This design comes from an exercise in tuning for small area on the open sky130 flow, not from production work. At most, simulation tests tie the RTL to the original design; equivalence was not proved.

## old
==> flow/design.v <==
module tensor_interface(
    input               clock,
    input               reset_n,
    input [106:0]       config_in_tdata,
    input               config_in_tvalid,
    output              config_in_tready,
    output [15:0]       ar_addr,
    output reg          ar_valid,
    input               ar_ready,
    input [31:0]        r_data,
    input               r_last,
    input               r_valid,
    output              r_ready,
    output [15:0]       aw_addr,
    output reg          aw_valid,
    input               aw_ready,
    output [31:0]       w_data,
    output              w_last,
    output reg          w_valid,
    input               w_ready,
    input               b_resp,
    input               b_valid,
    output              b_ready,
    output reg [31:0]   out_data,
    output reg          out_last,
    output reg          out_valid,
    input               out_ready
);
localparam [2:0] S_IDLE = 3'd0,
                 S_AR   = 3'd1,
                 S_R1   = 3'd2,    
                 S_R    = 3'd3,
                 S_AW   = 3'd4,
                 S_W1   = 3'd5,    
                 S_W    = 3'd6,
                 S_B    = 3'd7;
reg [2:0]  state, next_state;
reg        rd_then_wr;    
reg        wr_nz;         
reg [15:0] wr_left;       
reg [10:0] wr_base;
reg [15:0] addr;          
wire [1:0]  mode = config_in_tdata[106:105];
wire [2:0]  esz  = config_in_tdata[104:102];
wire [39:0] dim  = config_in_tdata[39:0];
wire        e7    = esz == 3'd7;
wire        a_4d  = esz == 3'd2 || esz == 3'd5 || esz == 3'd6;
wire        a_8d  = esz == 3'd3 || esz == 3'd4 || e7;
wire        b_1d  = esz == 3'd5;
wire        b_2d  = esz == 3'd1 || esz == 3'd6;
wire [18:0] mul_a = ({19{a_4d}} & {dim[16:0], 2'b0}) | ({19{a_8d}} & {dim[15:0], 3'b0});
wire [18:0] mul_b = ({19{b_1d}} & dim[18:0]) | ({19{b_2d}} & {dim[17:0], 1'b0}) |
                    ({19{e7}} & ~dim[18:0]);
wire [18:0] mul;
wire [19:0] cc;
assign cc[0] = e7;
assign {cc[7], mul[6:0]} = mul_a[6:0] + mul_b[6:0] + cc[0];
wire [6:0] s0_1 = mul_a[12:7] + mul_b[12:7];
wire [6:0] s1_1 = mul_a[12:7] + mul_b[12:7] + 1'b1;
assign {cc[13], mul[12:7]} = cc[7] ? s1_1 : s0_1;
wire [6:0] s0_2 = mul_a[18:13] + mul_b[18:13];
wire [6:0] s1_2 = mul_a[18:13] + mul_b[18:13] + 1'b1;
assign {cc[19], mul[18:13]} = cc[13] ? s1_2 : s0_2;
wire [15:0] n_beats = mul[18:3];
genvar gi;
wire [15:0] addr_inc, wl_dec;
wire [16:0] addr_c, wl_b;
assign addr_c[0] = 1'b1;
assign wl_b[0]   = 1'b1;
generate for (gi = 0; gi < 16; gi = gi + 1) begin : g_inc
    assign addr_inc[gi] = addr[gi] ^ addr_c[gi];
    assign addr_c[gi+1] = addr[gi] & addr_c[gi];
    assign wl_dec[gi]   = wr_left[gi] ^ wl_b[gi];
    assign wl_b[gi+1]   = ~wr_left[gi] & wl_b[gi];
end endgenerate
wire in_r = state == S_R1 || state == S_R;
wire in_w = state == S_W1 || state == S_W;
always @(*) begin
    case (state)
        S_IDLE: next_state = !config_in_tvalid ? S_IDLE :
                             mode == 2'd1 ? S_AW :
                             mode[1] ? S_AR : S_IDLE;
        S_AR:   next_state = ar_ready ? S_R1 : S_AR;
        S_R1,
        S_R:    next_state = (r_valid && r_last) ? (rd_then_wr ? S_AW : S_IDLE) : S_R;
        S_AW:   next_state = aw_ready ? S_W1 : S_AW;
        S_W1,
        S_W:    next_state = (w_ready && wr_nz && wr_left == 16'd1) ? S_B : S_W;
        default: next_state = (b_valid && b_resp) ? S_IDLE : S_B;
    endcase
end
always @(posedge clock) begin
    if (!reset_n) state <= S_IDLE;
    else          state <= next_state;
end
always @(posedge clock) begin
    if (state == S_IDLE) begin
        rd_then_wr <= mode[0];
        wr_left    <= n_beats;
        wr_base    <= config_in_tdata[50:40];
    end
    if (state == S_AW) wr_nz <= |wr_left;
    if (in_w) wr_left <= wl_dec;
    case (state)
        S_IDLE:     addr <= {5'd0, config_in_tdata[101:91]};
        S_AW:       addr <= {5'd0, wr_base};
        S_R, S_W:   addr <= addr_inc;
        default:    ;
    endcase
    ar_valid <= (state == S_AR && ar_ready) || (in_r && r_valid);
    aw_valid <= (state == S_AW && aw_ready) || (in_w && w_ready);
    if (in_r) begin
        out_data  <= r_data;
        out_valid <= r_valid;
        out_last  <= r_last;
    end
    if (in_w && w_ready) w_valid <= 1'b1;
    if (!reset_n) begin
        out_valid <= 1'b0;
        w_valid   <= 1'b0;
    end
end
assign ar_addr          = addr;
assign aw_addr          = addr;
assign w_data           = 32'd0;
assign w_last           = 1'b0;
assign b_ready          = state == S_B;
assign r_ready          = out_ready && in_r;
assign config_in_tready = state == S_IDLE;
endmodule
clock: 6.0 ns
lec_check: 0
cap_margin: 20
core_margin: 2
core_utilization: 40
cts_buf_list: sky130_fd_sc_hd__clkbuf_8
slew_margin: 20
run.sh (not shown) runs the stock make flow with config.mk's settings and CLKGATE_MAP_FILE= SYNTH_SCRIPT=/design/flow/synth_recipe.tcl, a recipe that flattens the netlist after the stock synthesis.
Looking at the reports, old completed the entire flow and the layout it produced met the timing, design-rule and antenna checks.
Setup changes, old to new
--- a/flow/design.v
+++ b/flow/design.v
@@ -40,44 +40,42 @@
 reg [15:0] wr_left;       
 reg [10:0] wr_base;
 reg [15:0] addr;          
 wire [1:0]  mode = config_in_tdata[106:105];
 wire [2:0]  esz  = config_in_tdata[104:102];
 wire [39:0] dim  = config_in_tdata[39:0];
-wire        e7    = esz == 3'd7;
-wire        a_4d  = esz == 3'd2 || esz == 3'd5 || esz == 3'd6;
-wire        a_8d  = esz == 3'd3 || esz == 3'd4 || e7;
-wire        b_1d  = esz == 3'd5;
-wire        b_2d  = esz == 3'd1 || esz == 3'd6;
-wire [18:0] mul_a = ({19{a_4d}} & {dim[16:0], 2'b0}) | ({19{a_8d}} & {dim[15:0], 3'b0});
+wire idle = state == S_IDLE;
+wire in_r = state == S_R1 || state == S_R;
+wire in_w = state == S_W1 || state == S_W;
+wire        e7    = idle && esz == 3'd7;
+wire        a_4d  = idle && (esz == 3'd2 || esz == 3'd5 || esz == 3'd6);
+wire        a_8d  = idle && (esz == 3'd3 || esz == 3'd4 || esz == 3'd7);
+wire        b_1d  = idle && esz == 3'd5;
+wire        b_2d  = idle && (esz == 3'd1 || esz == 3'd6);
+wire [18:0] mul_a = ({19{a_4d}} & {dim[16:0], 2'b0}) | ({19{a_8d}} & {dim[15:0], 3'b0}) |
+                    ({19{in_w}} & {wr_left, 3'b0});
 wire [18:0] mul_b = ({19{b_1d}} & dim[18:0]) | ({19{b_2d}} & {dim[17:0], 1'b0}) |
-                    ({19{e7}} & ~dim[18:0]);
+                    ({19{e7}} & ~dim[18:0]) | {{16{in_w}}, 3'b0};
 wire [18:0] mul;
 wire [19:0] cc;
 assign cc[0] = e7;
 assign {cc[7], mul[6:0]} = mul_a[6:0] + mul_b[6:0] + cc[0];
 wire [6:0] s0_1 = mul_a[12:7] + mul_b[12:7];
 wire [6:0] s1_1 = mul_a[12:7] + mul_b[12:7] + 1'b1;
 assign {cc[13], mul[12:7]} = cc[7] ? s1_1 : s0_1;
 wire [6:0] s0_2 = mul_a[18:13] + mul_b[18:13];
 wire [6:0] s1_2 = mul_a[18:13] + mul_b[18:13] + 1'b1;
 assign {cc[19], mul[18:13]} = cc[13] ? s1_2 : s0_2;
-wire [15:0] n_beats = mul[18:3];
 genvar gi;
-wire [15:0] addr_inc, wl_dec;
-wire [16:0] addr_c, wl_b;
+wire [15:0] addr_inc;
+wire [16:0] addr_c;
 assign addr_c[0] = 1'b1;
-assign wl_b[0]   = 1'b1;
 generate for (gi = 0; gi < 16; gi = gi + 1) begin : g_inc
     assign addr_inc[gi] = addr[gi] ^ addr_c[gi];
     assign addr_c[gi+1] = addr[gi] & addr_c[gi];
-    assign wl_dec[gi]   = wr_left[gi] ^ wl_b[gi];
-    assign wl_b[gi+1]   = ~wr_left[gi] & wl_b[gi];
 end endgenerate
-wire in_r = state == S_R1 || state == S_R;
-wire in_w = state == S_W1 || state == S_W;
 always @(*) begin
     case (state)
         S_IDLE: next_state = !config_in_tvalid ? S_IDLE :
                              mode == 2'd1 ? S_AW :
                              mode[1] ? S_AR : S_IDLE;
         S_AR:   next_state = ar_ready ? S_R1 : S_AR;
@@ -93,17 +91,16 @@
     if (!reset_n) state <= S_IDLE;
     else          state <= next_state;
 end
 always @(posedge clock) begin
     if (state == S_IDLE) begin
         rd_then_wr <= mode[0];
-        wr_left    <= n_beats;
         wr_base    <= config_in_tdata[50:40];
     end
     if (state == S_AW) wr_nz <= |wr_left;
-    if (in_w) wr_left <= wl_dec;
+    if (idle || in_w) wr_left <= mul[18:3];
     case (state)
         S_IDLE:     addr <= {5'd0, config_in_tdata[101:91]};
         S_AW:       addr <= {5'd0, wr_base};
         S_R, S_W:   addr <= addr_inc;
         default:    ;
     endcase
new vs. old: utilization fell by 0.29 points, non-clock buffer contribution to total cell area rose by 1.3 points, fraction of area in multi-input gates fell by 3.7 points, time the worst path needs with I/O delays and setup fell by 220 ps, worst setup slack rose by 220 ps.
Sequential portion of the cell area, new and old, higher one = new.
Looking at the reports, new completed the entire flow and the layout it produced met the timing, design-rule and antenna checks.
old closes out successfully: all stages finished, all timing, DRC and antenna checks passed.
Worst hold margin across new and old: no real change.
Min routed length per placed instance across new and old: old
new: die area 7.8% below old
Routed metal-1 wire length: new vs old down about 5%
Cell area on new is down relative to old.
The RTL of old was laid out without a check of its function.

==> re-timing with driven ports <==
No port has a modelled driver above. Below, the same layouts with a new extraction and two added sets of constraints.
Step 1: set_driving_cell puts a clkbuf_16 on clock and a buf_2 on each other input, an assumption about the parent block.
Step 2 also shifts input and output timing later by t, the mid clock arrival at the registers, as if the neighbouring blocks saw the same clock.
Slacks: no drivers / after step 1 / after step 2; pairs: no drivers / after step 1.
run	t, ns	setup WS [ns]	pins driven straight from the clock port
old	0.388	0.929 / 0.939 / 0.552	1
new	0.398	1.150 / 1.138 / 0.741	1
After both steps setup and hold are still met in every run listed. The setup slack of new, which loses most, moves by -0.012 ns with the drivers and by -0.409 ns with both steps.
